Source: an optimization exercise on an open RTL-to-GDS flow (aim: small area, a short achievable clock period and few clock cycles). Production flows keep margins and buffers that such runs may drop. In this exercise RTL edits were held to simulation tests only and were not proved equivalent to the original. Power figures rest on the tool's default switching activity, not on a simulated workload.

[design.v]
module fadd_a(input [15:0] a, input [15:0] b, output [45:0] p);
  wire [4:0] ea = a[14:10], eb = b[14:10];
  wire sa = a[15], sb = b[15];
  wire [4:0] d = ea - eb;
  wire swap = (eb > ea);
  wire sub = sa ^ sb;
  wire [4:0] E0 = swap ? eb : ea;
  wire [10:0] ma = {|ea, a[9:0]}, mb = {|eb, b[9:0]};
  wire [10:0] mbig = swap ? mb : ma;
  wire [10:0] msml = swap ? ma : mb;
  wire [25:0] al = {msml, 15'b0} >> d;
  wire spec = (&ea) | (&eb);
  wire sign = spec ? ((&ea) ? sa : sb) : (swap ? sb : sa);
  assign p = {spec, sign, E0, sub, mbig, al, sub & (|al[14:0])};
endmodule
module fadd_b(input [45:0] p, output [23:0] q);
  wire spec = p[45], sign = p[44];
  wire [4:0] E0 = p[43:39];
  wire sub = p[38];
  wire [10:0] mbig = p[37:27];
  wire [25:0] al = p[26:1];
  wire borrow = p[0];
  wire [14:0] x = al[14:0];
  wire [11:0] yv = {sub, al[25:15] ^ {11{sub}}};
  wire [12:0] sum = {1'b0, mbig, 1'b1} + {yv, sub & ~borrow};
  wire [11:0] hi = sum[12:1];
  wire z13 = (x[12:0] == 13'd0);
  wire o13 = (x[12:0] == 13'h1FFF);
  wire c14 = ~x[13] & z13;
  wire s13 = sub ? (~x[13] ^ z13) : x[13];
  wire s14 = sub ? (~x[14] ^ c14) : x[14];
  wire or121 = sub ? ~(z13 | o13) : (|x[12:1]);
  wire and121 = sub ? ((x[12:0] == 13'd1) | (x[12:0] == 13'd2)) : (&x[12:1]);
  assign q = {spec, sign, E0, hi, s14, s13, or121, and121, x[0]};
endmodule
module fadd_c(input [23:0] p, output [15:0] y);
  wire spec = p[23], sign = p[22];
  wire [4:0] E0 = p[21:17];
  wire [13:0] H = p[16:3];      
  wire or121 = p[2], and121 = p[1], s0 = p[0];
  wire [11:0] U = H[13:2];      
  wire s14 = H[1], s13 = H[0];
  wire or13_1 = s13 | or121;
  wire or13_0 = s13 | or121 | s0;
  wire or12_0 = or121 | s0;
  wire all14_0 = s14 & s13 & and121 & s0;
  wire all14_1 = s14 & s13 & and121;
  wire [4:0] Ep1 = E0 + 5'd1, Ep2 = E0 + 5'd2, Ep3 = E0 + 5'd3;
  wire e28 = (E0 >= 5'd28), e29 = (E0 >= 5'd29), e30 = (E0 == 5'd30);
  wire cZ = (U == 12'd0);
  wire cO = U[11];
  wire cN = ~U[11] & U[10];
  wire [9:0] frO = U[10:1];
  wire condO = U[0] & (s14 | or13_1 | U[1]);
  wire cyO = U[0] & all14_1;
  wire all1O = &frO, zeroO = (frO == 10'd0);
  wire [9:0] frOi = frO + 10'd1;
  wire [9:0] frN = U[9:0];
  wire condN = s14 & (or13_0 | U[0]);
  wire cyN = all14_0;
  wire all1N = &frN, zeroN = (frN == 10'd0);
  wire [9:0] frNi = frN + 10'd1;
  reg [3:0] lz;
  always @(*)
    casez (U[9:0])
      10'b1?????????: lz = 4'd1;
      10'b01????????: lz = 4'd2;
      10'b001???????: lz = 4'd3;
      10'b0001??????: lz = 4'd4;
      10'b00001?????: lz = 4'd5;
      10'b000001????: lz = 4'd6;
      10'b0000001???: lz = 4'd7;
      10'b00000001??: lz = 4'd8;
      10'b000000001?: lz = 4'd9;
      default:        lz = 4'd10;
    endcase
  wire [11:0] X = {U[9:0], s14, s13} << (lz - 4'd1);
  wire [9:0] frL = X[10:1];
  wire condL = U[9] & s13 & (or12_0 | s14);
  wire bumpL = condL & (U[8:0] == 9'd0) & ~s14;
  reg [4:0] EL;
  always @(*)
    casez (U[9:0])
      10'b1?????????: EL = bumpL ? E0 : E0 - 5'd1;
      10'b01????????: EL = E0 - 5'd2;
      10'b001???????: EL = E0 - 5'd3;
      10'b0001??????: EL = E0 - 5'd4;
      10'b00001?????: EL = E0 - 5'd5;
      10'b000001????: EL = E0 - 5'd6;
      10'b0000001???: EL = E0 - 5'd7;
      10'b00000001??: EL = E0 - 5'd8;
      10'b000000001?: EL = E0 - 5'd9;
      default:        EL = E0 - 5'd10;
    endcase
  reg [4:0] E; reg [9:0] F; reg ovf;
  always @(*) begin
    if (cZ) begin
      E = all14_0 ? 5'd22 : 5'd0; F = 10'd0; ovf = 1'b0;
    end else if (cO) begin
      if (cyO & all1O) begin E = Ep3; F = 10'd0; ovf = e28; end
      else if (condO & zeroO & ~cyO) begin E = Ep2; F = frO; ovf = e29; end
      else begin E = Ep1; F = cyO ? frOi : frO; ovf = e30; end
    end else if (cN) begin
      if (cyN & all1N) begin E = Ep2; F = 10'd0; ovf = e29; end
      else if (condN & zeroN & ~cyN) begin E = Ep1; F = frN; ovf = e30; end
      else begin E = E0; F = cyN ? frNi : frN; ovf = 1'b0; end
    end else begin
      E = EL; F = frL; ovf = 1'b0;
    end
  end
  assign y = (spec | ovf) ? {sign, 5'b11111, 10'd0} : {sign, E, F};
endmodule
module fmul_a(input [15:0] a, input [15:0] b, output [66:0] p);
  wire [4:0] ea = a[14:10], eb = b[14:10];
  wire zero = (ea == 5'd0 && a[9:0] == 10'd0) || (eb == 5'd0 && b[9:0] == 10'd0);
  wire [10:0] ma = {1'b1, a[9:0]}, mb = {1'b1, b[9:0]};
  wire [13:0] pp0 = ma * mb[2:0];
  wire [13:0] pp1 = ma * mb[5:3];
  wire [13:0] pp2 = ma * mb[8:6];
  wire [12:0] pp3 = ma * mb[10:9];
  wire ga = ea > 5'd15, gb = eb > 5'd15;
  wire [4:0] ea1 = ea - 5'd15, eb1 = eb - 5'd15;
  reg [5:0] s0, s1;
  always @(*) begin
    if (ga & gb) begin
      s0 = {1'b0, ea1} + {1'b0, eb1};
      s1 = {1'b0, ea1} + {1'b0, eb1} + 6'd1;
    end else if (ga) begin
      s0 = {1'b0, ea1} - {1'b0, eb};
      s1 = s0;
    end else if (gb) begin
      s0 = {1'b0, eb1} - {1'b0, ea};
      s1 = s0;
    end else begin
      s0 = 6'b110001;
      s1 = 6'b110001;
    end
  end
  wire [5:0] t0 = s0 + 6'd15, t1 = s1 + 6'd15;
  wire [4:0] x0 = t0[5] ? 5'b11111 : t0[4:0];
  wire [4:0] x1 = t1[5] ? 5'b11111 : t1[4:0];
  assign p = {zero, a[15] ^ b[15], x1, x0, pp3, pp2, pp1, pp0};
endmodule
module fmul_b(input [66:0] p, output [23:0] q);
  wire [21:0] prod = {p[54:42], 9'd0} + {2'd0, p[41:28], 6'd0} + {5'd0, p[27:14], 3'd0} + {8'd0, p[13:0]};
  assign q = {p[66:55], prod[21:10]};
endmodule
module fmul_c(input [23:0] p, output [15:0] y);
  wire zero = p[23], sign = p[22];
  wire [4:0] x1 = p[21:17], x0 = p[16:12];
  wire [11:0] ph = p[11:0];    
  assign y = zero ? 16'd0 : (ph[11] ? {sign, x1, ph[10:1]} : {sign, x0, ph[9:0]});
endmodule
module ScalarRegFile (clk, rst, ra1, ra2, rd1, rd2,
                      bw_en, bw_hi, bw_dst, bw_data,
                      ww_lo, ww_hi, ww_dst, ww_data, r7_en, r7_data);
  input clk, rst;
  input [2:0] ra1, ra2;
  output [15:0] rd1, rd2;
  input bw_en, bw_hi;
  input [2:0] bw_dst;
  input [7:0] bw_data;
  input ww_lo, ww_hi;
  input [2:0] ww_dst;
  input [15:0] ww_data;
  input r7_en;
  input [15:0] r7_data;
  wire [15:0] regs [0:7];
  assign rd1 = regs[ra1];
  assign rd2 = regs[ra2];
  genvar g;
  generate
    for (g = 0; g < 8; g = g + 1) begin : entry
      reg [15:0] q;
      assign regs[g] = q;
      always @(posedge clk)
        if (rst)
          q <= 16'h0000;
        else begin
          if (ww_lo && ww_dst == g)              q[7:0] <= ww_data[7:0];
          else if (g == 7 && r7_en)              q[7:0] <= r7_data[7:0];
          else if (bw_en && !bw_hi && bw_dst == g) q[7:0] <= bw_data;
          if (ww_hi && ww_dst == g)              q[15:8] <= ww_data[15:8];
          else if (g == 7 && r7_en)              q[15:8] <= r7_data[15:8];
          else if (bw_en && bw_hi && bw_dst == g)  q[15:8] <= bw_data;
        end
    end
  endgenerate
endmodule
module VectorRegFile (clk, we_l, wd_l, we_a, wd_a, heads, taps);
  input clk;
  input [7:0] we_l, we_a;
  input [15:0] wd_l, wd_a;
  output [127:0] heads;
  output [127:0] taps;                 
  genvar g;
  generate
    for (g = 0; g < 8; g = g + 1) begin : entry
      reg [255:0] q;
      wire [255:0] rot = {q[15:0], q[255:16]};
      always @(posedge clk)
        q <= {rot[255:240], we_l[g] ? wd_l : rot[239:224], rot[223:192],
              we_a[g] ? wd_a : rot[191:176], rot[175:0]};
      assign heads[16*g +: 16] = q[15:0];
      assign taps[16*g +: 16] = q[143:128];
    end
  endgenerate
endmodule
module CVP14(output [15:0] Addr, output RD, output WR, output V, output [15:0] dataOut,
             input Reset, input Clk1, input [15:0] DataIn);
localparam QD = 4;                   
localparam CK = 3;                   
localparam FQ = 11;                  
localparam MU_IDLE = 2'd0, MU_VLD = 2'd1, MU_VSTW = 2'd2, MU_VSTR = 2'd3;
localparam AU_VADD = 2'd0, AU_VDOT = 2'd1, AU_SMUL = 2'd2;
function ok_add;
  input [15:0] x;
  ok_add = (x[14:0] == 15'd0) | (x[14:10] >= 5'd10 && x[14:10] <= 5'd27);
endfunction
function [4:0] emax;
  input [4:0] m;
  input [15:0] x;
  emax = (x[14:10] > m) ? x[14:10] : m;
endfunction
function ok_mul;
  input [4:0] ea, eb;
  ok_mul = (ea != 5'd31) & (eb != 5'd31) & ({1'b0, ea} + {1'b0, eb} <= 6'd44);
endfunction
reg rst;
always @(posedge Clk1) rst <= Reset;
reg [3:0] ph;                        
reg [7:0] zf;                        
reg [7:0] sa;                        
reg [4:0] mx [0:7];                  
reg [15:0] addr_q, dout_q;
reg rd_q, wr_q, v_q, vflag;
reg [15:0] q [0:QD-1];
reg [QD:0] qs;                       
reg [15:0] ir_pc, fpc, fpc1;         
reg f_act;                           
wire [15:0] ir = q[0];
wire ir_v = ~qs[0];
reg [1:0] mu_st;
reg [3:0] mu_cnt;
reg [15:0] base;
reg [2:0] mu_reg;
reg mu_tap;                          
reg ld_now, ld_last;                 
reg l_oka;
reg [4:0] l_mx;
reg [15:0] ld1;
reg ld1_v, ld_first, ld1_first, ld1_last;
reg [2:0] ld1_r;
reg sl_v, sl_wlo, sl_whi;
reg sl_known, sl_safe_q, sl_fp_q;    
reg [4:0] sl_bnd_q;                  
reg [4:0] sl_mxa_q, sl_mxb_q;        
reg sl_b1, sl_bv;
reg [15:0] sl_pc;
reg [1:0] sl_op;
reg [2:0] sl_ra, sl_rb, sl_rd;
reg [15:0] sl_sc;
reg rd_busy, rd_act, vdot_wait, rd_us;
reg rd_tap;                          
reg [1:0] rd_op;
reg [2:0] rd_ra, rd_rb, rd_rd;
reg [3:0] rd_cnt;
reg [4:1] sv, sfirst, slast, sus;
reg [1:0] sop [1:4];
reg [2:0] srd [1:4];
reg [15:0] x1, y1;
reg [45:0] fa_p;
reg [23:0] fb_p;
reg [66:0] ma_p;
reg [23:0] mb_p;
reg [15:0] wres;
reg a_oka;
reg [4:0] a_mx;
reg ldf_v, ldf_oka;                  
reg [2:0] ldf_r;
reg [4:0] ldf_mx;
reg f5_v, f5_oka;                    
reg [2:0] f5_rd;
reg [4:0] f5_mx;
reg us_busy, us_fin, us_vdot, ovf;
reg [15:0] fq [0:FQ-1];
reg [3:0] fq_wp, fq_rp, fq_cnt;
reg [15:0] np;                       
reg np_v;
reg [15:0] acc;
reg [4:0] acc_k;
reg [1:0] acc_st;                    
reg vd_pend, vd_wlo, vd_whi, vd_wr;
reg [2:0] vd_rd;
reg nx_v, nx_wlo, nx_whi;             
reg [2:0] nx_rd;
reg [45:0] ca_p;
reg [23:0] cb_p;
integer k;
wire [3:0] op = ir[15:12];
wire is_vadd = (op == 4'd0);
wire is_vdot = (op == 4'd1);
wire is_smul = (op == 4'd2);
wire is_sst  = (op == 4'd3);
wire is_vld  = (op == 4'd4);
wire is_vst  = (op == 4'd5);
wire is_sll  = (op == 4'd6);
wire is_slh  = (op == 4'd7);
wire is_j    = (op == 4'd8);
wire is_au = is_vadd | is_vdot | is_smul;
wire is_mu = is_sst | is_vld | is_vst;
wire [2:0] f_d = ir[11:9], f_a = ir[8:6], f_b = ir[5:3];
wire [15:0] rx, ry;
wire [127:0] heads, taps;
wire redirect = us_fin & ovf;
wire blocking_us = us_busy & ~(us_fin & ~ovf);        
wire s4_vec = sv[4] & (sop[4] != AU_VDOT);
function pend_w;
  input [2:0] r;
  pend_w = rd_busy & (rd_op != AU_VDOT) & (rd_rd == r);
endfunction
function au_wpend;
  input [2:0] r;
  au_wpend = (rd_busy & (rd_op != AU_VDOT) & (rd_rd == r)) |
             (sv[1] & (sop[1] != AU_VDOT) & (srd[1] == r)) |
             (sv[2] & (sop[2] != AU_VDOT) & (srd[2] == r)) |
             (sv[3] & (sop[3] != AU_VDOT) & (srd[3] == r)) |
             (s4_vec & (srd[4] == r)) | (f5_v & (f5_rd == r));
endfunction
function sl_w;
  input [2:0] r;
  sl_w = sl_v & (sl_op != AU_VDOT) & (sl_rd == r);
endfunction
function sl_r;
  input [2:0] r;
  sl_r = sl_v & ((sl_ra == r) | ((sl_op != AU_SMUL) & (sl_rb == r)));
endfunction
function flags_pend;
  input [2:0] r;
  flags_pend = au_wpend(r) | (vld_act & (mu_reg == r)) | (ld1_v & (ld1_r == r)) | (ldf_v & (ldf_r == r));
endfunction
function pend_s;
  input [2:0] r;
  pend_s = (vd_pend & (vd_wlo | vd_whi) & (vd_rd == r)) |
           (nx_v & (nx_wlo | nx_whi) & (nx_rd == r)) |
           (sl_v & (sl_op == AU_VDOT) & (sl_wlo | sl_whi) & (sl_rd == r));
endfunction
wire mu_free = (mu_st == MU_IDLE);
wire vld_act = (mu_st == MU_VLD) | ld_now;            
wire sl_haz = (vld_act & (mu_reg == sl_ra | (mu_reg == sl_rb & (sl_op != AU_SMUL)))) |
              (((mu_st == MU_VSTW) | ((mu_st == MU_VSTR) & mu_tap)) & (mu_reg == sl_rd) & (sl_op != AU_VDOT));
wire wait_rd_d = (vdot_wait | (rd_busy & rd_tap)) & (rd_ra == f_d | rd_rb == f_d);
wire sl_safe = (sl_op == AU_VADD) ? (sa[sl_ra] & sa[sl_rb]) :
               (sl_op == AU_VDOT) ? ok_mul(mx[sl_ra], mx[sl_rb]) :
                                    ok_mul(mx[sl_ra], sl_sc[14:10]);
wire [4:0] sl_mxa = sl_mxa_q;
wire [4:0] sl_mxb = sl_mxb_q;
wire [4:0] sl_mxab = (sl_mxa > sl_mxb) ? sl_mxa : sl_mxb;
wire [5:0] sl_sum = {1'b0, sl_mxa} + {1'b0, sl_mxb};
wire [5:0] sl_add3 = {1'b0, sl_mxab} + 6'd3;
wire [5:0] sl_m14 = sl_sum - 6'd14;
wire [4:0] sl_bound = (sl_mxab == 5'd31) ? 5'd31 :
                      (sl_op == AU_VADD) ? ((sl_add3 >= 6'd31) ? 5'd31 : sl_add3[4:0]) :
                      (sl_sum < 6'd14 || sl_m14 <= {1'b0, sl_mxab}) ? sl_mxab :
                      (sl_m14 >= 6'd31) ? 5'd31 : sl_m14[4:0];
wire sl_fp = flags_pend(sl_ra) | ((sl_op != AU_SMUL) & flags_pend(sl_rb));
wire sl_ok = sl_known & sl_safe_q;
wire blocking = blocking_us | (sl_v & ~sl_ok);
wire vd_chain = vd_pend & ~nx_v & ~vd_wr & (acc_k >= 5'd16 - CK) & sl_safe_q;
wire sl_start = sl_v & sl_known & ~rd_busy & ~sl_haz & ((sl_op != AU_VDOT) | ~vd_pend | vd_chain) & (sl_safe_q | ~sl_fp_q);
reg issue_ok;
always @(*) begin
  if (is_au)       issue_ok = ~sl_v & (~is_smul | ~pend_s(f_b));
  else if (is_vld) issue_ok = mu_free & ~pend_s(f_a) & ~pend_w(f_d) & ~wait_rd_d & ~sl_r(f_d) & ~sl_w(f_d);
  else if (is_vst) issue_ok = mu_free & ~ld_now & ~pend_s(f_a) & ~pend_w(f_d) & ~sl_w(f_d);
  else if (is_sst) issue_ok = mu_free & ~pend_s(f_a) & ~pend_s(f_d);
  else issue_ok = 1'b1;
end
wire issue = ir_v & ~blocking & ~redirect & issue_ok;
wire au_issue = issue & is_au;
wire mu_issue = issue & is_mu;
wire sll_vd = issue & is_sll & vd_pend & (vd_rd == f_d);
wire slh_vd = issue & is_slh & vd_pend & (vd_rd == f_d);
wire sll_nx = issue & is_sll & nx_v & (nx_rd == f_d);
wire slh_nx = issue & is_slh & nx_v & (nx_rd == f_d);
wire sll_sl = issue & is_sll & sl_v & (sl_op == AU_VDOT) & (sl_rd == f_d);
wire slh_sl = issue & is_slh & sl_v & (sl_op == AU_VDOT) & (sl_rd == f_d);
wire r7_en = redirect & ~(us_vdot & vd_rd == 3'd7);
wire r7_vd = r7_en & vd_pend & (vd_rd == 3'd7);
wire r7_nx = r7_en & nx_v & (nx_rd == 3'd7);
ScalarRegFile srf(.clk(Clk1), .rst(rst),
                  .ra1(f_a), .ra2(is_smul ? f_b : f_d), .rd1(rx), .rd2(ry),
                  .bw_en(issue & (is_sll | is_slh)), .bw_hi(is_slh), .bw_dst(f_d), .bw_data(ir[7:0]),
                  .ww_lo(vd_wr & vd_wlo & ~sll_vd & ~r7_vd), .ww_hi(vd_wr & vd_whi & ~slh_vd & ~r7_vd),
                  .ww_dst(vd_rd), .ww_data(acc),
                  .r7_en(r7_en), .r7_data(sl_pc));    
wire [7:0] we_l = ld1_v ? (8'd1 << ld1_r) : 8'd0;
wire [7:0] we_a = s4_vec ? (8'd1 << srd[4]) : 8'd0;
VectorRegFile vrf(.clk(Clk1), .we_l(we_l), .wd_l(ld1), .we_a(we_a), .wd_a(wres), .heads(heads), .taps(taps));
wire [2:0] sel_a = rd_busy ? rd_ra : sl_ra;
wire [2:0] sel_b = rd_busy ? rd_rb : sl_rb;
wire [2:0] sel_c = mu_free ? f_d : mu_reg;
wire tap_now;
wire [15:0] va = zf[sel_a] ? 16'd0 : (tap_now ? taps[16*sel_a +: 16] : heads[16*sel_a +: 16]);
wire [15:0] vb = zf[sel_b] ? 16'd0 : (tap_now ? taps[16*sel_b +: 16] : heads[16*sel_b +: 16]);
wire c_tap = (mu_st == MU_VSTR) ? mu_tap : ph[3];
wire [15:0] vc = zf[sel_c] ? 16'd0 : (c_tap ? taps[16*sel_c +: 16] : heads[16*sel_c +: 16]);
wire [1:0] i_op = is_vadd ? AU_VADD : (is_vdot ? AU_VDOT : AU_SMUL);
wire sl_vdot = (sl_op == AU_VDOT);
wire first_read = (sl_start & (~sl_vdot | ph[2:0] == 3'd0)) | (vdot_wait & ph[2:0] == 3'd0);
wire read_now = first_read | rd_act;
wire read_last = rd_act & (rd_cnt == 4'd15);
wire [1:0] cur_op = sl_start ? sl_op : rd_op;
wire [2:0] cur_rd = sl_start ? sl_rd : rd_rd;
assign tap_now = rd_act ? rd_tap : (ph[3] & (vdot_wait | sl_vdot));
wire [45:0] fa_pn;
wire [23:0] fb_pn;
wire [66:0] ma_pn;
wire [23:0] mb_pn;
wire [15:0] fc_y, mc_y;
fadd_a ua1(.a(x1), .b(y1), .p(fa_pn));
fadd_b ua2(.p(fa_p), .q(fb_pn));
fadd_c ua3(.p(fb_p), .y(fc_y));
fmul_a um1(.a(x1), .b(y1), .p(ma_pn));
fmul_b um2(.p(ma_p), .q(mb_pn));
fmul_c um3(.p(mb_p), .y(mc_y));
always @(posedge Clk1) begin
  if (rst) begin
    rd_busy <= 1'b0; rd_act <= 1'b0; vdot_wait <= 1'b0; sl_v <= 1'b0; rd_tap <= 1'b0;
    sv <= 4'd0;
    us_busy <= 1'b0; us_fin <= 1'b0; ovf <= 1'b0;
  end else begin
    if (us_fin) begin us_fin <= 1'b0; us_busy <= 1'b0; end
    else if (sv[4] & slast[4] & sus[4]) us_fin <= 1'b1;
    if (sl_start) sl_v <= 1'b0;
    sl_known <= sl_v & ~sl_start;
    sl_safe_q <= sl_safe;
    sl_mxa_q <= mx[sl_ra];
    sl_mxb_q <= (sl_op == AU_SMUL) ? sl_sc[14:10] : mx[sl_rb];
    sl_bnd_q <= sl_bound;
    sl_b1 <= sl_v & ~sl_start;
    sl_bv <= sl_b1 & sl_v & ~sl_start;
    sl_fp_q <= sl_fp;
    if (sll_sl) sl_wlo <= 1'b0;
    if (slh_sl) sl_whi <= 1'b0;
    if (au_issue) sl_v <= 1'b1;
    if (~sl_v & ~blocking_us) begin
      sl_op <= i_op; sl_ra <= f_a; sl_rb <= f_b; sl_rd <= f_d; sl_sc <= ry; sl_pc <= ir_pc;
      sl_wlo <= 1'b1; sl_whi <= 1'b1;
    end
    if (sl_start) begin
      rd_busy <= 1'b1;
      rd_op <= sl_op; rd_ra <= sl_ra; rd_rb <= sl_rb; rd_rd <= sl_rd; rd_us <= ~sl_safe_q;
      if (~sl_safe_q) begin
        us_busy <= 1'b1; us_vdot <= sl_vdot; ovf <= 1'b0;
      end
      vdot_wait <= sl_vdot & (ph[2:0] != 3'd0);
    end
    if (vdot_wait & ph[2:0] == 3'd0) vdot_wait <= 1'b0;
    if (first_read) begin rd_act <= 1'b1; rd_cnt <= 4'd1; rd_tap <= ph[3] & (cur_op == AU_VDOT); end
    else if (rd_act) begin rd_cnt <= rd_cnt + 4'd1; if (rd_cnt == 4'd15) rd_act <= 1'b0; end
    if (read_last) rd_busy <= 1'b0;
    sv <= {sv[3:1], read_now};
    if (sv[4] & (wres == 16'h7C00)) ovf <= 1'b1;
  end
end
always @(posedge Clk1) begin
  if (read_now) begin
    x1 <= va;
    if (cur_op != AU_SMUL) y1 <= vb;
    else if (sl_start) y1 <= sl_sc;
  end
  sfirst <= {sfirst[3:1], first_read};
  slast <= {slast[3:1], read_last};
  sus <= {sus[3:1], sl_start ? ~sl_safe_q : rd_us};
  sop[1] <= cur_op; sop[2] <= sop[1]; sop[3] <= sop[2]; sop[4] <= sop[3];
  srd[1] <= cur_rd; srd[2] <= srd[1]; srd[3] <= srd[2]; srd[4] <= srd[3];
  fa_p <= fa_pn;
  fb_p <= fb_pn;
  ma_p <= ma_pn;
  mb_p <= mb_pn;
  wres <= (sop[3] == AU_VADD) ? fc_y : mc_y;
  if (s4_vec) begin
    a_oka <= (a_oka | sfirst[4]) & ok_add(wres);
    a_mx <= emax(sfirst[4] ? 5'd0 : a_mx, wres);
  end
end
wire push = sv[4] & (sop[4] == AU_VDOT);
wire fq_has = (fq_cnt != 4'd0);
wire step = vd_pend & np_v & (acc_st == 2'd0) & (acc_k != 5'd16);
wire np_load_q = step & fq_has;                        
wire np_load_p = push & (step ? ~fq_has : ~np_v);       
wire fq_push = push & ~np_load_p;
wire [45:0] ca_pn;
wire [23:0] cb_pn;
wire [15:0] cc_y;
fadd_a uc1(.a(acc), .b(np), .p(ca_pn));
fadd_b uc2(.p(ca_p), .q(cb_pn));
fadd_c uc3(.p(cb_p), .y(cc_y));
always @(posedge Clk1) begin
  if (rst) begin
    vd_pend <= 1'b0; acc_st <= 2'd0; vd_wr <= 1'b0; np_v <= 1'b0; nx_v <= 1'b0;
  end else begin
    if (sll_vd | r7_vd) vd_wlo <= 1'b0;
    if (slh_vd | r7_vd) vd_whi <= 1'b0;
    if (sll_nx | r7_nx) nx_wlo <= 1'b0;
    if (slh_nx | r7_nx) nx_whi <= 1'b0;
    if (sl_start & sl_vdot & vd_pend) begin
      nx_v <= 1'b1; nx_rd <= sl_rd; nx_wlo <= sl_wlo & ~sll_sl; nx_whi <= sl_whi & ~slh_sl;
    end
    if (vd_wr & nx_v) begin
      nx_v <= 1'b0; vd_rd <= nx_rd; vd_wlo <= nx_wlo & ~sll_nx & ~r7_nx; vd_whi <= nx_whi & ~slh_nx & ~r7_nx;
    end
    if (sl_start & sl_vdot & ~vd_pend) begin
      vd_pend <= 1'b1; vd_rd <= sl_rd; vd_wlo <= sl_wlo & ~sll_sl; vd_whi <= sl_whi & ~slh_sl;
      acc_k <= 5'd0; fq_cnt <= 4'd0; fq_wp <= 4'd0; fq_rp <= 4'd0; np_v <= 1'b0;
    end else begin
      if (fq_push) fq_wp <= (fq_wp == FQ - 1) ? 4'd0 : fq_wp + 4'd1;
      if (np_load_q) fq_rp <= (fq_rp == FQ - 1) ? 4'd0 : fq_rp + 4'd1;
      fq_cnt <= fq_cnt + {3'd0, fq_push} - {3'd0, np_load_q};
      if (step) acc_k <= acc_k + 5'd1;
      else if (vd_wr) acc_k <= 5'd0;
      if (np_load_q | np_load_p) np_v <= 1'b1;
      else if (step) np_v <= 1'b0;
    end
    acc_st <= {acc_st[0], step & (acc_k != 5'd0)};
    vd_wr <= acc_st[1] & (acc_k == 5'd16);
    if (vd_wr & ~nx_v) vd_pend <= 1'b0;
  end
end
always @(posedge Clk1) begin
  if (fq_push) fq[fq_wp] <= wres;
  if (np_load_q) np <= fq[fq_rp];
  else if (np_load_p) np <= wres;
  ca_p <= ca_pn;
  cb_p <= cb_pn;
  if (step & (acc_k == 5'd0)) acc <= np;
  else if (acc_st[1]) acc <= cc_y;
end
wire [3:0] eoff0 = is_vld ? ph + 4'd1 : 4'd0;
wire [6:0] soff = {ir[5], ir[5:0]} + {3'd0, eoff0};
wire [7:0] an_lo = {1'b0, rx[6:0]} + {1'b0, soff};
wire [8:0] an_hm = rx[15:7] - 9'd1, an_hp = rx[15:7] + 9'd1;
wire [8:0] an_hi = soff[6] ? (an_lo[7] ? rx[15:7] : an_hm) : (an_lo[7] ? an_hp : rx[15:7]);
wire [15:0] addr_now = {an_hi, an_lo[6:0]};
wire [15:0] base_now = rx + {{10{ir[5]}}, ir[5:0]};
reg c_port, c_rd, c_wr, c_ld, c_ld_last;
reg [3:0] c_eoff, c_cnt;
reg [1:0] c_st;
always @(*) begin
  c_port = 1'b0; c_rd = 1'b0; c_wr = 1'b0; c_ld = 1'b0; c_ld_last = 1'b0;
  c_eoff = 4'd0; c_st = mu_st; c_cnt = mu_cnt;
  case (mu_st)
    MU_VLD: begin
      c_port = 1'b1; c_rd = 1'b1; c_ld = 1'b1; c_eoff = ph + 4'd1;
      c_cnt = mu_cnt + 4'd1;
      if (mu_cnt == 4'd15) begin c_st = MU_IDLE; c_ld_last = 1'b1; end
    end
    MU_VSTW:
      if (ph[2:0] == 3'd0) begin
        c_port = 1'b1; c_wr = 1'b1; c_st = MU_VSTR;
      end
    MU_VSTR: begin
      c_port = 1'b1; c_wr = 1'b1; c_eoff = {ph[3] ^ mu_tap, ph[2:0]};
      if (ph[2:0] == 3'd7 && (ph[3] ^ mu_tap)) c_st = MU_IDLE;
    end
    default: ;
  endcase
end
wire [15:0] c_addr = base + {12'd0, c_eoff};
wire i_port = is_vld | is_sst | (is_vst & (ph[2:0] == 3'd0));
wire [1:0] i_st = is_vld ? MU_VLD : (is_vst ? ((ph[2:0] == 3'd0) ? MU_VSTR : MU_VSTW) : MU_IDLE);
wire n_mu_port = mu_issue ? i_port : c_port;
wire n_mu_rd = mu_issue ? is_vld : c_rd;
wire n_mu_wr = mu_issue ? (is_sst | is_vst) : c_wr;
wire n_ld = mu_issue ? is_vld : c_ld;
wire n_ld_last = ~mu_issue & c_ld_last;
wire [1:0] n_mu_st = mu_issue ? i_st : c_st;
wire [3:0] n_mu_cnt = mu_issue ? 4'd1 : c_cnt;
wire [15:0] n_dout = (mu_issue & is_sst) ? ry : vc;
wire [15:0] n_mu_addr = mu_issue ? addr_now : c_addr;
wire flush = redirect | (issue & is_j);
wire [15:0] jt = ir_pc + {{4{ir[11]}}, ir[11:0]};
wire [15:0] jt1 = ir_pc + {{4{ir[11]}}, ir[11:0]} + 16'd1;
wire [15:0] target = redirect ? 16'hFFF0 : jt;
wire [15:0] target1 = redirect ? 16'hFFF1 : jt1;
wire [15:0] target2 = target1 + 16'd1;
wire [15:0] fpc2 = fpc1 + 16'd1;
wire arrive = f_act & ~flush;
wire [QD:0] qs_a = arrive ? {qs[QD-1:0], 1'b0} : qs;           
wire [QD:0] qs_b = arrive ? qs : {1'b0, qs[QD:1]};             
wire [QD:0] n_qs = flush ? {{QD{1'b0}}, 1'b1} : (issue ? qs_b : qs_a);
wire room_a = ~qs_a[QD];
wire f_if_issue = ~c_port & ~(is_mu & i_port);        
wire f_no_issue = ~c_port & (redirect | room_a);
wire n_f_act = issue ? f_if_issue : f_no_issue;
wire [15:0] fetch_addr = flush ? target : fpc;
wire n_vflag = redirect | (vflag & ~issue);
always @(posedge Clk1) begin
  if (rst) begin
    ph <= 4'd0;
    zf <= 8'hFF; sa <= 8'hFF;
    for (k = 0; k < 8; k = k + 1) begin mx[k] <= 5'd0; end
    ldf_v <= 1'b0;
    qs <= {{QD{1'b0}}, 1'b1}; ir_pc <= 16'd0; fpc <= 16'd1; fpc1 <= 16'd2; f_act <= 1'b1;
    addr_q <= 16'd0; rd_q <= 1'b1; wr_q <= 1'b0; v_q <= 1'b0; vflag <= 1'b0;
    mu_st <= MU_IDLE; ld_now <= 1'b0; ld_last <= 1'b0; ld1_v <= 1'b0; ld1_last <= 1'b0;
    f5_v <= 1'b0;
  end else begin
    ph <= ph + 4'd1;
    qs <= n_qs;
    ir_pc <= flush ? target : (issue ? ir_pc + 16'd1 : ir_pc);
    fpc <= flush ? (n_f_act ? target1 : target) : (n_f_act ? fpc1 : fpc);
    fpc1 <= flush ? (n_f_act ? target2 : target1) : (n_f_act ? fpc2 : fpc1);
    f_act <= n_f_act;
    addr_q <= n_mu_port ? n_mu_addr : fetch_addr;
    rd_q <= n_mu_port ? n_mu_rd : n_f_act;
    wr_q <= n_mu_port & n_mu_wr;
    vflag <= n_vflag;
    v_q <= n_vflag & ~n_mu_port & n_f_act;    
    mu_st <= n_mu_st; mu_cnt <= n_mu_cnt;
    ld_now <= n_ld; ld_last <= n_ld_last;
    ld1_v <= ld_now; ld1_r <= mu_reg;
    ld_first <= mu_issue & is_vld;
    ld1_first <= ld_first; ld1_last <= ld_last;
    if (ld1_v) begin
      l_oka <= (l_oka | ld1_first) & ok_add(ld1);
      l_mx <= emax(ld1_first ? 5'd0 : l_mx, ld1);
    end
    if (ld_last) zf[mu_reg] <= 1'b0;
    ldf_v <= ld1_last & ~au_wpend(ld1_r) & ~sl_w(ld1_r);
    ldf_r <= ld1_r;
    ldf_oka <= (l_oka | ld1_first) & ok_add(ld1);
    ldf_mx <= emax(ld1_first ? 5'd0 : l_mx, ld1);
    if (ldf_v & ~au_wpend(ldf_r) & ~sl_w(ldf_r)) begin
      sa[ldf_r] <= ldf_oka;
      mx[ldf_r] <= ldf_mx;
    end
    f5_v <= s4_vec & slast[4];
    f5_rd <= srd[4];
    f5_oka <= (a_oka | sfirst[4]) & ok_add(wres);
    f5_mx <= emax(sfirst[4] ? 5'd0 : a_mx, wres);
    if (f5_v & ~((rd_busy & (rd_op != AU_VDOT) & (rd_rd == f5_rd)) |
                 (sv[1] & (sop[1] != AU_VDOT) & (srd[1] == f5_rd)) |
                 (sv[2] & (sop[2] != AU_VDOT) & (srd[2] == f5_rd)) |
                 (sv[3] & (sop[3] != AU_VDOT) & (srd[3] == f5_rd)) |
                 (s4_vec & (srd[4] == f5_rd)) |
                 (vld_act & (mu_reg == f5_rd)) | (ld1_v & (ld1_r == f5_rd)) | sl_w(f5_rd))) begin
      sa[f5_rd] <= f5_oka;
      mx[f5_rd] <= f5_mx;
    end
    if (read_last & (rd_op != AU_VDOT)) zf[rd_rd] <= 1'b0;
    if (mu_issue & is_vld) begin
      sa[f_d] <= 1'b0; mx[f_d] <= 5'd31;
    end
    if (sl_start & ~sl_vdot) begin
      sa[sl_rd] <= 1'b0; mx[sl_rd] <= (sl_safe_q & sl_bv) ? sl_bnd_q : 5'd31;
    end
  end
end
wire [QD-1:0] at_a = arrive ? qs[QD-1:0] : {QD{1'b0}};
wire [QD-1:0] at_b = arrive ? qs[QD:1] : {QD{1'b0}};
always @(posedge Clk1) begin
  for (k = 0; k < QD; k = k + 1)
    if (issue ? at_b[k] : at_a[k]) q[k] <= DataIn;
    else if (issue && k < QD - 1) q[k] <= q[k + 1];
end
always @(posedge Clk1) begin
  if (mu_free) begin base <= base_now; mu_reg <= f_d; end
  if (mu_st != MU_VSTR) mu_tap <= ph[3];
  dout_q <= n_dout;
  ld1 <= DataIn;
end
assign Addr = addr_q;
assign RD = rd_q;
assign WR = wr_q;
assign V = v_q;
assign dataOut = dout_q;
endmodule
[flow/run.sh]
#!/bin/bash
# Layout flow: the standard flow (standard.sh, all steps), except that
# - the buffers buffer_ports puts on every input and output port are
#   sky130_fd_sc_hd__buf_4 cells instead of the resizer's default choice;
# - after the resizer step of placement, outflops.tcl moves the buffer of
#   each output port that a flip-flop drives next to that flip-flop
#   (detailed placement then legalizes both), so the buffer, not the
#   flip-flop, drives the long wire to the edge of the die.
# The make output goes to standard.log; ORFS keeps each step's log under orfs/logs.
set -e
export BUFFER_PORTS_ARGS="-buffer_cell sky130_fd_sc_hd__buf_4"
export POST_RESIZE_TCL="$PWD/flow/outflops.tcl"
bash standard.sh > standard.log 2>&1
[flow/outflops.tcl]
# Move the buffer of every output port that a flip-flop drives (and
# nothing else) onto that flip-flop's location; detailed placement
# legalizes them.
set block [ord::get_db_block]
set moved 0
foreach bterm [$block getBTerms] {
  if { [$bterm getIoType] != "OUTPUT" } { continue }
  set net [$bterm getNet]
  set drv {}
  foreach it [$net getITerms] { if { [$it isOutputSignal] } { lappend drv $it } }
  if { [llength $drv] != 1 } { puts "outflops: [$bterm getName] has no single driver"; continue }
  set buf [[lindex $drv 0] getInst]
  set bin {}
  foreach it [$buf getITerms] { if { [$it isInputSignal] } { lappend bin $it } }
  if { [llength $bin] != 1 } { puts "outflops: [$buf getName] is not a buffer"; continue }
  set inet [[lindex $bin 0] getNet]
  if { [llength [$inet getITerms]] != 2 || [llength [$inet getBTerms]] != 0 } {
    puts "outflops: [$bterm getName]: the buffer's input net has other loads"; continue
  }
  set ff {}
  foreach it [$inet getITerms] { if { [$it isOutputSignal] } { set ff [$it getInst] } }
  if { $ff == {} } { continue }
  set m [[$ff getMaster] getName]
  if { ![string match "*dfxtp*" $m] } { puts "outflops: [$ff getName] is $m, skipped"; continue }
  set loc [$ff getLocation]
  $buf setLocation [lindex $loc 0] [lindex $loc 1]
  incr moved
}
puts "outflops: moved $moved output buffers next to their flip-flops"
[standard.sh]
#!/bin/bash
# synth_recipe.tcl (not shown) runs the flow's synth.tcl, then flattens the netlist and writes it again
# the make line also repeats each setting of config.mk as NAME=value (left out here)
make -C /OpenROAD-flow-scripts/flow DESIGN_CONFIG=/design/flow/config.mk WORK_HOME=/design/flow/orfs CLKGATE_MAP_FILE= SYNTH_SCRIPT=/design/flow/synth_recipe.tcl "${@:-finish}"
[config.mk]
export PLATFORM = sky130hd
export DESIGN_NAME = CVP14
export DESIGN_NICKNAME = CVP14
export VERILOG_FILES = /design/flow/design.v
export SDC_FILE = /design/flow/constraint.sdc
export NUM_CORES = 8
export LEC_CHECK = 0
export CAP_MARGIN = 50
export CORE_MARGIN = 2
export CORE_UTILIZATION = 60
export CTS_CLUSTER_DIAMETER = 120
export CTS_CLUSTER_SIZE = 24
export SLEW_MARGIN = 50
[constraint.sdc]
create_clock -name core_clock -period 20.0 [get_ports {Clk1}]
set_input_delay 4.0000 -clock core_clock [delete_from_list [all_inputs] [get_ports {Clk1}]]
set_output_delay 4.0000 -clock core_clock [all_outputs]
set_load 0.01 [all_outputs]
==> results.sh, run 1 <==
export IMPL_outcome="finished clean"
export IMPL_largest_register="vrf.entry.q"
export IMPL_cts_root_buf="clkbuf_16"
export IMPL_first_pass_iters=8
export IMPL_required_ns=16.00
export IMPL_hp_class="reg -> reg"
export IMPL_rrSetupSlack_ns=14.75
export IMPL_grt_pass1_vias=73000
export IMPL_gr_total_overflow=0
export IMPL_period_minus_slack_ns=5.34
export IMPL_setup_viol=0
export IMPL_rsz0062_at_grt="false"
export IMPL_critPathBufInv=1
export IMPL_synthMuxAreaShare_pct=8.70
export IMPL_cp_top_family="flip-flops"
export IMPL_startpoint_type="flop"
export IMPL_drive_gt1_share_pct=11.0
export IMPL_synthArstFlopShare_pct=0
export IMPL_cts_setup_buffers=0
export IMPL_die_w_um=441
export IMPL_synth_xor_area_share_pct=3.38
export IMPL_syn_to_final_growth_pct=6.99
export IMPL_path_class="reg -> out"
export IMPL_clkLatencyLatePin_ns=0.86
export IMPL_finClkSkew_ns=0.0425
export IMPL_drcViolationCount=0
export IMPL_die_area_um2=195000
export IMPL_synth_top_family_by_area="simple AND/OR/NAND/NOR gates"
export IMPL_start_util_pct=60.3
export IMPL_largest_reg_flops=2048
export IMPL_portBuffers=52
export IMPL_synthDistinctLibCells=97
export IMPL_arrival_ns=1.34
export IMPL_fin_tns_setup_ns=0
export IMPL_syn_area_um2=115000
export IMPL_r2r_worst_path_cells=19
export IMPL_peakVddDrop_mv=0.192
export IMPL_clockBufferDepth=3
export IMPL_drt_wirelength_per_cell_um=25.5
export IMPL_synth_seq_area_share_pct=59.0
export IMPL_ys_warn_count=8
export IMPL_yosys_area_share_adder_pct=4.56
export IMPL_grt_max_degree=93
export IMPL_numCtsBuffers=149
export IMPL_crit_chain="buf_4"
export IMPL_num_rows=160
export IMPL_synth_top_cell_area_share_pct=45.7
export IMPL_coreArea_um2=190000
export IMPL_final_cell_mix="dfxtp_1 (2602), nand2_1 (1141), nor2_1 (567), edfxtp_1 (508), a21oi_1 (382)"
export IMPL_crit_fanout=1
export IMPL_synth_simple_area_share_pct=11.0
export IMPL_syn_num_nets=10500
export IMPL_timing_rr_end="addr_q[14]"
export IMPL_slew_headroom_pct=47.3
export IMPL_powerDensity_nw_per_um2=127
export IMPL_hold_buffers=0
export IMPL_reg_top3="vrf.entry.q x2048, fq x176, srf.entry.q x128"
export IMPL_rr_startpoint="q[0][15]"
export IMPL_tightest_slew_ns=0.790
export IMPL_fin_crit_sh_pct=26.7
export IMPL_vias=76600
export IMPL_cap_violations=0
export IMPL_avgViaCountPerCell=6.12
export IMPL_final_common_cell="dfxtp_1"
export IMPL_slew_viol_final=0
export IMPL_layout_nets=10300
export IMPL_finalWorstSetupSlack_ns=14.66
export IMPL_clk_pin_slew_ns=0.11
export IMPL_synth_seq_cells=3125
export IMPL_synth_compound_area_share_pct=10.5
export IMPL_endpoint_kind="primary output"
export IMPL_cts_sinks=3125
export IMPL_synth_largest_area_cell="dfxtp_1"
export IMPL_worstSetupEndpoint="Addr[7]"
export IMPL_ant_nets=0
export IMPL_gp_congestion=0.947
export IMPL_io_pins=53
export IMPL_n_fill_cell=14700
export IMPL_ys_flop_type="dfxtp_1"
export IMPL_dp_slack_ns=14.94
export IMPL_p_leak_nw=47.6
export IMPL_drtIter0Drc=7573
export IMPL_synth_edf_count=508
export IMPL_cpPeakStageDelay_ns=0.32
export IMPL_hold_viol=0
export IMPL_synth_area_top_cells="dfxtp_1 (46%), edfxtp_1 (13%), nand2_1 (3.8%)"
export IMPL_slowest_stage="dfxtp_1"
export IMPL_crit_start="addr_q[7]"
export IMPL_syn_inst=10100
export IMPL_grt_antenna_before_repair=36
export IMPL_grt_use_total_pct=32.3
export IMPL_synth_area_per_cell_um2=11.4
export IMPL_cts_tree="built"
export IMPL_die_h_um=441
export IMPL_cts_htree_levels=4
export IMPL_dp_hpwl_um=219000
export IMPL_grt_pass1_wl_um=470000
export IMPL_path_depth=1
export IMPL_wl_um=319000
export IMPL_fmax_mhz=187
export IMPL_cts_repair_resized=0
-- stage by stage --
step           power, mW  cell area [µm²]  utilization [%]  hold slack, ns  instances
6_report            15.6           123000             64.6           0.291      12500
5_1_grt             16.2           123000             64.6           0.314      12500
4_1_cts             15.5           122000             64.4           0.291      12500
3_5_place_dp        12.2           118000             62.2           0.312      12300
3_3_place_gp        12.0           117000             61.8           0.310      12200
2_1_floorplan       10.4           115000                -           0.310      10100
-- cell families after synthesis --
family / after synthesis
buffers and inverters: 858
xor gates and xnor gates: 443
DFF: 3125
and+or+nand+nor: 2757
AOI/OAI and AO/OA: 1805
muxes: 733
adders and majority gates: 378
-- how the worst min path moves through the flow --
stage	from	slack, ns	cells after the start	endpoint
global route	vrf.entry[6].q[45]	0.31	0	vrf.entry[6].q[29]
finish	vrf.entry[6].q[45]	0.29	0	vrf.entry[6].q[29]
detailed placement	slast[2]	0.31	0	slast[3]
CTS	vrf.entry[6].q[45]	0.29	0	vrf.entry[6].q[29]
floorplan	ca_p[39]	0.31	0	cb_p[17]
global placement	vrf.entry[4].q[218]	0.31	0	vrf.entry[4].q[202]
-- cells in the mapped netlist (16+ instances only) --
library cell  instances
xnor2_1             234
fa_1                 67
a21o_1               68
nor2_1              577
o21ai_0             373
nand3_1             244
o21bai_1             20
nor4_1               65
a22oi_1              67
and3_1               86
clkbuf_1            464
or2_2                20
buf_1                86
o21a_1               35
nand2b_1             67
edfxtp_1            508
nor2b_1              69
o211ai_1             42
nor3b_1              20
nand4_1              65
a21oi_1             393
o22ai_1              45
o31ai_1              22
mux4_2              179
or3_1                31
mux2_2              322
nand2_1            1152
a221oi_1             42
or4_1                16
and2_1              141
xor2_1              209
a211oi_1            248
a31oi_1             100
dfxtp_1            2617
inv_1               285
nor3_1              147
a22o_1               42
a311oi_1            100
mux2i_1             232
ha_1                311
-- per-layer routing --
| metal | vias up | wire length [µm] | global-route usage, % |
|---|---|---|---|
| met1 | 37500 | 136000 | 44.3 |
| met3 | 670 | 23000 | 4.83 |
| met2 | 3284 | 145000 | 50.6 |
| met4 | 10 | 15100 | 15.1 |
| li1 | 35200 | - | - |
| met5 | - | 69 | 0 |
-- layout make-up --
class | count | area [µm²] | share of cell area, %
diodes | 19 | 47.5 | 0.0388
inverters | 293 | 1100 | 0.898
well taps | 2511 | 3140 | 2.56
repair buffers | 233 | 1930 | 1.57
clock inverters | 17 | 402 | 0.327
flip-flops and latches | 3125 | 67700 | 55.2
clock buffers | 203 | 3960 | 3.23
multi-input cells | 6116 | 44400 | 36.2
-- power breakdown --
group	switching [mW]	total, mW	internal, mW	leakage, nW
combinational	3.15	4.79	1.64	19.4
sequential	0.423	7.39	6.96	26.0
clock	1.98	3.40	1.43	2.08
total	5.55	15.6	10.0	47.6
Testbench counts, summed over its fixed seeds: cycles 77,450.
==> run 2: changes to the inputs <==
--- a/flow/run.sh
+++ b/flow/run.sh
@@ -6,8 +6,13 @@
 #   each output port that a flip-flop drives next to that flip-flop
 #   (detailed placement then legalizes both), so the buffer, not the
 #   flip-flop, drives the long wire to the edge of the die.
+# - repair_timing (after placement, CTS and global routing) works to a setup
+#   slack margin of 15 ns: at the design's 20 ns clock every path has far
+#   more slack than that needs, so without the margin repair_timing leaves
+#   the paths that set the period achieved as they are.
 # The make output goes to standard.log; ORFS keeps each step's log under orfs/logs.
 set -e
 export BUFFER_PORTS_ARGS="-buffer_cell sky130_fd_sc_hd__buf_4"
 export POST_RESIZE_TCL="$PWD/flow/outflops.tcl"
+export SETUP_SLACK_MARGIN=15
 bash standard.sh > standard.log 2>&1
--- a/config.mk
+++ b/config.mk
@@ -8,6 +8,6 @@
 export CAP_MARGIN = 50
 export CORE_MARGIN = 2
 export CORE_UTILIZATION = 60
-export CTS_CLUSTER_DIAMETER = 120
-export CTS_CLUSTER_SIZE = 24
+export CTS_CLUSTER_DIAMETER = 100
+export CTS_CLUSTER_SIZE = 30
 export SLEW_MARGIN = 50
==> results.sh, run 2 <==
export IMPL_slew_viol_final=0
export IMPL_clk_pin_slew_ns=0.12
export IMPL_hp_class="reg -> reg"
export IMPL_cts_htree_levels=3
export IMPL_syn_to_final_growth_pct=6.51
export IMPL_cap_violations=0
export IMPL_slew_headroom_pct=46.0
export IMPL_synth_top_cell_area_share_pct=45.7
export IMPL_rsz0062_at_grt="true"
export IMPL_syn_area_um2=115000
export IMPL_p_clk_share_pct=19.9
export IMPL_num_rows=160
export IMPL_finClkSkew_ns=0.0711
export IMPL_yosysMostFrequentCell="dfxtp_1"
export IMPL_gp_congestion=0.961
export IMPL_final_cell_mix="dfxtp_1 (2565), nand2_1 (1148), nor2_1 (568), edfxtp_1 (508), a21oi_1 (383)"
export IMPL_ys_flop_type="dfxtp_1"
export IMPL_place_area_um2=118000
export IMPL_reg_top3="vrf.entry.q x2048, fq x176, srf.entry.q x128"
export IMPL_drcViolationCount=0
export IMPL_dp_hpwl_um=220000
export IMPL_dp_cells=12300
export IMPL_die_area_um2=195000
export IMPL_final_common_cell="dfxtp_1"
export IMPL_yosys_top_cells_count="dfxtp_1 (2617), nand2_1 (1152), nor2_1 (577)"
export IMPL_first_pass_iters=6
export IMPL_required_ns=16.00
export IMPL_vias=76300
export IMPL_grt_antenna_before_repair=17
export IMPL_cpPeakStageDelay_ns=0.34
export IMPL_power_share_combinational_pct=32.2
export IMPL_grt_pass1_vias=71700
export IMPL_startpoint_type="flop"
export IMPL_synth_seq_area_share_pct=59.0
export IMPL_fin_tns_setup_ns=0
export IMPL_finish_instance_area_um2=122000
export IMPL_synth_edf_count=508
export IMPL_hold_buffers=0
export IMPL_synth_area_top_cells="dfxtp_1 (46%), edfxtp_1 (13%), nand2_1 (3.8%)"
export IMPL_fin_crit_sh_pct=26.6
export IMPL_path_class="reg -> out"
export IMPL_clockBufferDepth=3
export IMPL_critPathBufInv=1
export IMPL_cts_tree="built"
export IMPL_cts_root_buf="clkbuf_16"
export IMPL_peakVddDrop_mv=0.193
export IMPL_endpoint_kind="primary output"
export IMPL_fmax_mhz=188
export IMPL_grt_max_degree=87
export IMPL_synthArstFlopShare_pct=0
export IMPL_clkLatencyLatePin_ns=0.86
export IMPL_layout_nets=10300
export IMPL_ant_nets=0
export IMPL_synth_area_per_cell_um2=11.4
export IMPL_period_minus_slack_ns=5.31
export IMPL_hold_viol=0
export IMPL_p_leak_nw=47.3
export IMPL_ys_warn_count=8
export IMPL_syn_num_nets=10500
export IMPL_avgViaCountPerCell=6.11
export IMPL_synth_seq_cells=3125
export IMPL_die_w_um=441
export IMPL_drtIter0Drc=8335
export IMPL_switching_share_pct=36.3
export IMPL_wl_um=319000
export IMPL_powerDensity_nw_per_um2=126
export IMPL_tightest_slew_ns=0.802
export IMPL_largest_reg_flops=2048
export IMPL_grt_pass1_wl_um=469000
export IMPL_coreArea_um2=190000
export IMPL_crit_chain="buf_6"
export IMPL_gr_total_overflow=0
export IMPL_outcome="finished clean"
export IMPL_numCtsBuffers=119
export IMPL_p_int_mw=9.81
export IMPL_die_h_um=441
export IMPL_largest_register="vrf.entry.q"
export IMPL_portBuffers=52
export IMPL_crit_fanout=1
export IMPL_grt_use_total_pct=32.2
export IMPL_drive_gt1_share_pct=11.2
export IMPL_arrival_ns=1.31
export IMPL_p_sw_mw=5.60
export IMPL_io_pins=53
export IMPL_drt_wirelength_per_cell_um=25.5
export IMPL_start_util_pct=60.3
export IMPL_sequentialPowerShare_pct=48.0
export IMPL_layout_cells_non_filler=12500
export IMPL_synth_largest_area_cell="dfxtp_1"
export IMPL_syn_inst=10100
export IMPL_setup_viol=0
export IMPL_synthDistinctLibCells=97
export IMPL_cts_sinks=3125
export IMPL_cp_top_family="flip-flops"
export IMPL_slowest_stage="dfxtp_2"
==> run 2: cell count changes in the layout (fill, tap and decap cells not counted), sizes merged <==
cell      delta
clkbuf      -40
buf         +16
diode        -8
clkinvlp     +2
clkinv       -2
inv          +3
==> run 2: what timing repair did <==
item / 4_1_cts / 5_1_grt
endpoints found under the setup margin: 35 / 63
setup buffers: 0 / 4
gates resized for setup: 59 / 20
==> run 2: through the flow <==
step / util [%] / setup WS, ns / power, mW / hold slack, ns
final: 64.3 / 14.69 / 15.4 / 0.274
after global routing: 64.3 / 14.64 / 16.0 / 0.301
after detailed placement: 62.2 / 15.11 / 12.3 / 0.312
after global placement: 61.9 / 15.12 / 12.2 / 0.310
after floorplan: - / 15.14 / 10.4 / 0.310
after CTS: 64.1 / 14.65 / 15.3 / 0.277
==> run 2: metal layers <==
layer / wire length [µm] / part of all wire, % / global-route usage [%] / up-vias
met5: 13 / 0.0041 / 0 / -
met4: 14200 / 4.5 / 12.7 / 2
met3: 25100 / 7.9 / 4.85 / 566
met2: 141000 / 44 / 49.6 / 3299
met1: 138000 / 43 / 46.0 / 37300
li1: - / - / - / 35100
==> run 2: final timing paths <==
path         cells after the start  slack (ns)                start                   to
max reg2reg                     10       15.18              q[0][1]             fpc1[14]
max                              1       14.69                 wr_q                   WR
min reg2reg                      0        0.27  vrf.entry[0].q[154]  vrf.entry[0].q[138]
min                              0        0.27  vrf.entry[0].q[154]  vrf.entry[0].q[138]
==> run 2: power groups by stage <==
stage | combinational [mW] | sequential [mW] | clock (mW)
floorplan | 3.09 | 7.30 | 0
global placement | 4.65 | 7.53 | 0
detailed placement | 4.79 | 7.51 | 0
CTS | 4.83 | 7.38 | 3.11
global route | 5.28 | 7.43 | 3.31
finish | 4.95 | 7.39 | 3.06
==> run 2: final cells by class <==
| cell class | instances | area [µm²] |
|---|---|---|
| well taps | 2511 | 3140 |
| flip-flops and latches | 3125 | 67700 |
| clock inverters | 20 | 359 |
| fillers | 14700 | 67900 |
| diodes | 11 | 27.5 |
| clock buffers | 165 | 3190 |
| inverters | 293 | 1100 |
| multi-input cells | 6116 | 44400 |
| repair buffers | 247 | 2140 |
==> run 2: kinds of logic after synthesis <==
| family | share of synthesized area [%] |
|---|---|
| compound gates | 10.5 |
| buf+inv | 2.84 |
| simple gates | 11.0 |
| fa+ha+maj | 4.56 |
| flops | 59.0 |
| mux | 8.70 |
| xor+xnor | 3.38 |
==> run 3: changes to the inputs <==
--- a/config.mk
+++ b/config.mk
@@ -5,9 +5,10 @@
 export SDC_FILE = /design/flow/constraint.sdc
 export NUM_CORES = 8
 export LEC_CHECK = 0
+export ABC_AREA = 1
 export CAP_MARGIN = 50
 export CORE_MARGIN = 2
 export CORE_UTILIZATION = 60
-export CTS_CLUSTER_DIAMETER = 100
-export CTS_CLUSTER_SIZE = 30
+export CTS_CLUSTER_DIAMETER = 120
+export CTS_CLUSTER_SIZE = 24
 export SLEW_MARGIN = 50
==> results.sh, run 3 <==
export IMPL_outcome="finished clean"
export IMPL_yosysMostFrequentCell="dfxtp_1"
export IMPL_startpoint_type="flop"
export IMPL_ys_warn_count=8
export IMPL_hold_viol=0
export IMPL_synth_area_per_cell_um2=9.48
export IMPL_globalRouteMet2Util_pct=52.9
export IMPL_path_class="reg -> out"
export IMPL_ant_nets=0
export IMPL_powerDensity_nw_per_um2=141
export IMPL_crit_fanout=1
export IMPL_fin_crit_sh_pct=26.7
export IMPL_largest_register="vrf.entry.q"
export IMPL_syn_area_um2=114000
export IMPL_p_sw_mw=6.82
export IMPL_drt_wirelength_per_cell_um=23.4
export IMPL_wl_um=338000
export IMPL_rrSetupSlack_ns=15.07
export IMPL_cap_violations=0
export IMPL_clkLatencyLatePin_ns=0.85
export IMPL_io_pins=53
export IMPL_slowest_stage="dfxtp_2"
export IMPL_fin_tns_setup_ns=0
export IMPL_final_util_pct=64.6
export IMPL_synth_seq_cells=3125
export IMPL_grtUsageMet1_pct=46.2
export IMPL_arrival_ns=1.35
export IMPL_timing_rr_end="y1[13]"
export IMPL_fmax_mhz=187
export IMPL_tightest_slew_ns=0.814
export IMPL_synth_edf_count=508
export IMPL_start_util_pct=60.4
export IMPL_rsz0062_at_grt="true"
export IMPL_first_pass_iters=9
export IMPL_grt_pass1_vias=80300
export IMPL_grt_pass1_wl_um=499000
export IMPL_critPathBufInv=1
export IMPL_hp_class="reg -> reg"
export IMPL_worstSetupEndpoint="dataOut[13]"
export IMPL_r2r_worst_path_cells=12
export IMPL_sequentialPowerShare_pct=44.2
export IMPL_grt_use_met3_pct=7.09
export IMPL_drcViolationCount=0
export IMPL_hold_buffers=0
export IMPL_path_depth=1
export IMPL_final_cell_mix="dfxtp_1 (2570), nand2_1 (2070), o21ai_0 (1232), inv_1 (1089), nor2_1 (805)"
export IMPL_clk_pin_slew_ns=0.10
export IMPL_synthDistinctLibCells=74
export IMPL_cts_htree_levels=4
export IMPL_grt_max_degree=125
export IMPL_required_ns=16.00
export IMPL_cts_sinks=3125
export IMPL_p_leak_nw=49.2
export IMPL_ys_flop_type="dfxtp_1"
export IMPL_synth_top_cell_area_share_pct=46.1
export IMPL_avgViaCountPerCell=5.90
export IMPL_switching_share_pct=39.7
export IMPL_synthArstFlopShare_pct=0
export IMPL_p_clk_share_pct=19.6
export IMPL_syn_to_final_growth_pct=6.92
export IMPL_coreArea_um2=188000
export IMPL_die_h_um=439
export IMPL_busiest_layer="met2"
export IMPL_portBuffers=52
export IMPL_cts_root_buf="clkbuf_16"
export IMPL_synth_area_top_cells="dfxtp_1 (46%), edfxtp_1 (13%), nand2_1 (6.9%)"
export IMPL_peakVddDrop_mv=0.213
export IMPL_rr_startpoint="mu_st[0]"
export IMPL_crit_chain="buf_8"
export IMPL_vias=84900
export IMPL_grt_use_total_pct=34.3
export IMPL_cts_tree="built"
export IMPL_gp_congestion=0.981
export IMPL_reg_top3="vrf.entry.q x2048, fq x176, srf.entry.q x128"
export IMPL_die_area_um2=193000
export IMPL_slew_viol_final=0
export IMPL_drive_gt1_share_pct=5.69
export IMPL_holdWs_ns=0.288
export IMPL_crit_start="dout_q[13]"
export IMPL_cp_top_family="flip-flops"
export IMPL_dp_hpwl_um=236000
export IMPL_finClkSkew_ns=0.0585
export IMPL_final_common_cell="dfxtp_1"
export IMPL_slew_headroom_pct=45.8
export IMPL_power_share_combinational_pct=36.2
export IMPL_endpoint_kind="primary output"
export IMPL_num_rows=159
export IMPL_syn_num_nets=12400
export IMPL_numCtsBuffers=148
export IMPL_synth_largest_area_cell="dfxtp_1"
export IMPL_grt_antenna_before_repair=19
export IMPL_layout_nets=12200
export IMPL_yosys_top_cells_count="dfxtp_1 (2617), nand2_1 (2079), o21ai_0 (1243)"
export IMPL_syn_inst=12000
export IMPL_cpPeakStageDelay_ns=0.35
export IMPL_setup_viol=0
export IMPL_period_minus_slack_ns=5.35
export IMPL_gr_total_overflow=0
export IMPL_p_int_mw=10.3
export IMPL_die_w_um=439
export IMPL_clockBufferDepth=3
export IMPL_drtIter0Drc=9793
export IMPL_largest_reg_flops=2048
export IMPL_synth_seq_area_share_pct=59.5
[run 3: cell count changes in the layout (fill, tap and decap cells not counted), sizes merged, moves of 255 or more]
| cell | before | now |
|---|---|---|
| nor2 | 578 | 833 |
| mux2 | 322 | 2 |
| inv | 297 | 1153 |
| o21ai | 378 | 1276 |
| nand3 | 244 | 525 |
| nand2 | 1152 | 2104 |
[run 3: area by class of cell]
cell class,instances,area [µm²]
fillers,15100,66500
clock inverters,15,318
flip-flops and latches,3125,67700
well taps,2495,3120
repair buffers,219,1950
inverters,1172,4420
clock buffers,200,3920
diodes,5,12.5
multi-input cells,7176,40100
[run 3: worst reg2reg max path: stages (launching register included)]
cell and delay, ns:
dfxtp_1 0.44, inv_1 0.11, nor2_1 0.34, nor2_1 0.22
nor4_1 0.67, a21o_1 0.21, nor2_1 0.06, nand2_1 0.42
inv_2 0.22, o21ai_1 0.34, or2_4 0.47, nand2_2 0.52
o22ai_1 0.62
[run 3: power groups by stage]
stage | Combinational, mW | Clock [mW] | Sequential (mW)
after global placement | 5.72 | 0 | 7.73
after floorplan | 3.92 | 0 | 7.48
final | 6.21 | 3.37 | 7.58
after CTS | 6.01 | 3.41 | 7.58
after detailed placement | 5.96 | 0 | 7.71
after global routing | 6.72 | 3.62 | 7.63
[run 3: worst min path at each step]
stage	slack, ns	to	cells past startpoint	from
2_1_floorplan	0.31	cb_p[17]	0	ca_p[39]
4_1_cts	0.29	vrf.entry[6].q[95]	0	vrf.entry[6].q[111]
5_1_grt	0.30	vrf.entry[4].q[159]	0	vrf.entry[4].q[175]
3_3_place_gp	0.31	vrf.entry[4].q[20]	0	vrf.entry[4].q[36]
3_5_place_dp	0.31	vrf.entry[0].q[3]	0	vrf.entry[0].q[19]
6_report	0.29	vrf.entry[5].q[12]	0	vrf.entry[5].q[28]
[run 3: logic make-up (layout without fill, tap and decap cells)]
| family | count (synthesis) | in the layout | synth area share [%] |
|---|---|---|---|
| AO/OA/AOI/OAI | 2660 | 2660 | 13.4 |
| buffers and inverters | 1687 | 1606 | 5.74 |
| other | 0 | 5 | 0 |
| multiplexers | 21 | 21 | 0.187 |
| adder cells (fa/ha/maj) | 378 | 378 | 4.60 |
| XOR/XNOR | 358 | 358 | 2.76 |
| flip-flops | 3125 | 3125 | 59.5 |
| AND/OR/NAND/NOR | 3759 | 3759 | 13.7 |
[run 3: per-stage QoR]
stage / power (mW) / worst slack [ns] / cell area [µm²] / instances
after CTS: 17.0 / 14.59 / 121000 / 14400
after detailed placement: 13.7 / 14.99 / 117000 / 14200
after global routing: 18.0 / 14.60 / 121000 / 14400
after global placement: 13.4 / 14.42 / 116000 / 14100
after floorplan: 11.4 / 15.61 / 114000 / 12000
final: 17.2 / 14.65 / 122000 / 14400
[run 3: routing by layer]
| layer | wire length, µm | share of wire (%) | up-vias |
|---|---|---|---|
| li1 | - | - | 39700 |
| met1 | 140000 | 42 | 40400 |
| met2 | 149000 | 44 | 3949 |
| met3 | 29800 | 8.8 | 850 |
| met4 | 17800 | 5.3 | 12 |
| met5 | 80 | 0.024 | - |
[run 3: timing repair]
item | in CTS | in global routing
setup endpoints to repair | 36 | 73
resized for setup | 66 | 11
endpoints found under the hold margin | 0 | 0
buffers inserted | 0 | 3
==> run 4: changes to the inputs <==
--- a/config.mk
+++ b/config.mk
@@ -5,7 +5,6 @@
 export SDC_FILE = /design/flow/constraint.sdc
 export NUM_CORES = 8
 export LEC_CHECK = 0
-export ABC_AREA = 1
 export CAP_MARGIN = 50
 export CORE_MARGIN = 2
 export CORE_UTILIZATION = 60
==> results.sh, run 4 <==
export IMPL_outcome="finished clean"
export IMPL_ant_nets=0
export IMPL_final_cell_mix="dfxtp_1 (2565), nand2_1 (1147), nor2_1 (568), edfxtp_1 (508), a21oi_1 (383)"
export IMPL_peakVddDrop_mv=0.196
export IMPL_num_rows=160
export IMPL_synth_edf_count=508
export IMPL_cts_root_buf="clkbuf_16"
export IMPL_final_util_pct=64.7
export IMPL_crit_chain="buf_6"
export IMPL_syn_area_um2=115000
export IMPL_critPathBufInv=1
export IMPL_timing_rr_end="base[14]"
export IMPL_drcViolationCount=0
export IMPL_synth_top_cell_area_share_pct=45.7
export IMPL_startpoint_type="flop"
export IMPL_cts_tree="built"
export IMPL_io_pins=53
export IMPL_reg_top3="vrf.entry.q x2048, fq x176, srf.entry.q x128"
export IMPL_cpPeakStageDelay_ns=0.34
export IMPL_syn_inst=10100
export IMPL_portBuffers=52
export IMPL_syn_to_final_growth_pct=7.22
export IMPL_grt_max_degree=87
export IMPL_synth_area_per_cell_um2=11.4
export IMPL_cap_violations=0
export IMPL_busiest_layer="met2"
export IMPL_ys_warn_count=8
export IMPL_dp_hpwl_um=220000
export IMPL_synth_seq_cells=3125
export IMPL_fin_tns_setup_ns=0
export IMPL_rr_startpoint="q[0][6]"
export IMPL_die_h_um=441
export IMPL_clkLatencyLatePin_ns=0.86
export IMPL_synth_largest_area_cell="dfxtp_1"
export IMPL_avgViaCountPerCell=6.12
export IMPL_syn_num_nets=10500
export IMPL_finalWorstSetupSlack_ns=14.68
export IMPL_vias=76700
export IMPL_die_w_um=441
export IMPL_powerDensity_nw_per_um2=128
export IMPL_rrSetupSlack_ns=15.25
export IMPL_finish_instance_area_um2=123000
export IMPL_rsz0062_at_grt="true"
export IMPL_period_minus_slack_ns=5.32
export IMPL_endpoint_kind="primary output"
export IMPL_p_leak_nw=47.7
export IMPL_slew_headroom_pct=47.8
export IMPL_arrival_ns=1.32
export IMPL_final_common_cell="dfxtp_1"
export IMPL_first_pass_iters=9
export IMPL_layout_nets=10300
export IMPL_place_area_um2=118000
export IMPL_grt_pass1_vias=72400
export IMPL_synthDistinctLibCells=97
export IMPL_die_area_um2=195000
export IMPL_globalRouteMet2Util_pct=49.5
export IMPL_wl_um=321000
export IMPL_tightest_slew_ns=0.775
export IMPL_r2r_worst_path_cells=17
export IMPL_coreArea_um2=190000
export IMPL_synthArstFlopShare_pct=0
export IMPL_crit_fanout=1
export IMPL_path_class="reg -> out"
export IMPL_clockBufferDepth=3
export IMPL_synth_seq_area_share_pct=59.0
export IMPL_gp_congestion=0.961
export IMPL_slew_viol_final=0
export IMPL_min_to="slast[4]"
export IMPL_dp_slack_ns=15.11
export IMPL_hold_depth=0
export IMPL_finClkSkew_ns=0.0819
run 4: layout make-up:
cell class / count / share of cell area (%)
diodes: 10 / 0.0204
clock inverters: 18 / 0.295
flip-flops and latches: 3125 / 55.1
inverters: 293 / 0.899
repair buffers: 245 / 1.73
multi-input cells: 6116 / 36.1
clock buffers: 207 / 3.28
well taps: 2511 / 2.56
run 4: layer usage:
layer  vias up  routed length (µm)
met1     37500              140000
met4         2               14900
met3       643               24500
li1      35300                   -
met5         -                   9
met2      3333              142000
run 4: what timing repair did:
action | 4_1_cts | 5_1_grt
setup endpoints to repair | 35 | 60
gates cloned | 0 | 0
buffers inserted | 0 | 2
resized for setup | 59 | 19
run 4: worst max-delay path by stage:
stage	startpoint	endpoint	cells past startpoint
final	addr_q[9]	Addr[9]	1
after global routing	addr_q[5]	Addr[5]	1
after CTS	addr_q[9]	Addr[9]	1
after detailed placement	q[0][15]	addr_q[14]	19
after global placement	mu_st[1]	y1[8]	10
after floorplan	q[0][7]	base[14]	20
run 4: where the power goes:
group          internal [mW]  switching [mW]
Combinational           1.68            3.28
Sequential              6.97           0.421
Clock                   1.45            1.98
Total                   10.1            5.68
run 4: cells by family (layout without fill, tap and decap cells):
family | Yosys count | in the layout | share of synthesized area, %
DFF | 3125 | 3125 | 59.0
and+or+nand+nor | 2757 | 2757 | 11.0
AOI/OAI and AO/OA | 1805 | 1805 | 10.5
buffers and inverters | 858 | 763 | 2.84
muxes | 733 | 733 | 8.70
xor gates and xnor gates | 443 | 443 | 3.38
adders and majority gates | 378 | 378 | 4.56
other | 0 | 10 | 0
run 4: metrics by stage:
stage,cells,total power [mW],hold WS [ns]
5_1_grt,12500,16.4,0.312
4_1_cts,12500,15.7,0.288
6_report,12500,15.8,0.298
3_3_place_gp,12200,12.2,0.310
3_5_place_dp,12300,12.3,0.312
2_1_floorplan,10100,10.4,0.310

static timing again, ports no longer ideal:
No port has a modelled driver above. Below, the same layouts with a new extraction and two added sets of constraints.
Step 1 assumes that a clkbuf_16 drives the clock port and a buf_2 every other input.
Step 2 adds t to the input delays and takes it off the output delays; t is the mean of the earliest and latest rising clock arrival at the registers after step 1. Input paths then give back, and output paths get back, about the clock's delay inside the block.
Three values: ideal, step 1, step 2; two values: the first two.
run	t, ns	setup WS [ns]	worst setup path at the end	latest minus earliest clock arrival (ns)
run 1	0.930	14.663 / 14.577 / 14.753	register to register	0.051 / 0.050
run 2	0.902	14.690 / 14.615 / 15.181	register to register	0.071 / 0.071
run 3	0.918	14.651 / 14.563 / 15.071	register to register	0.068 / 0.067
run 4	0.914	14.681 / 14.589 / 15.122	input to register	0.084 / 0.084
After both steps every run listed still meets setup and hold.
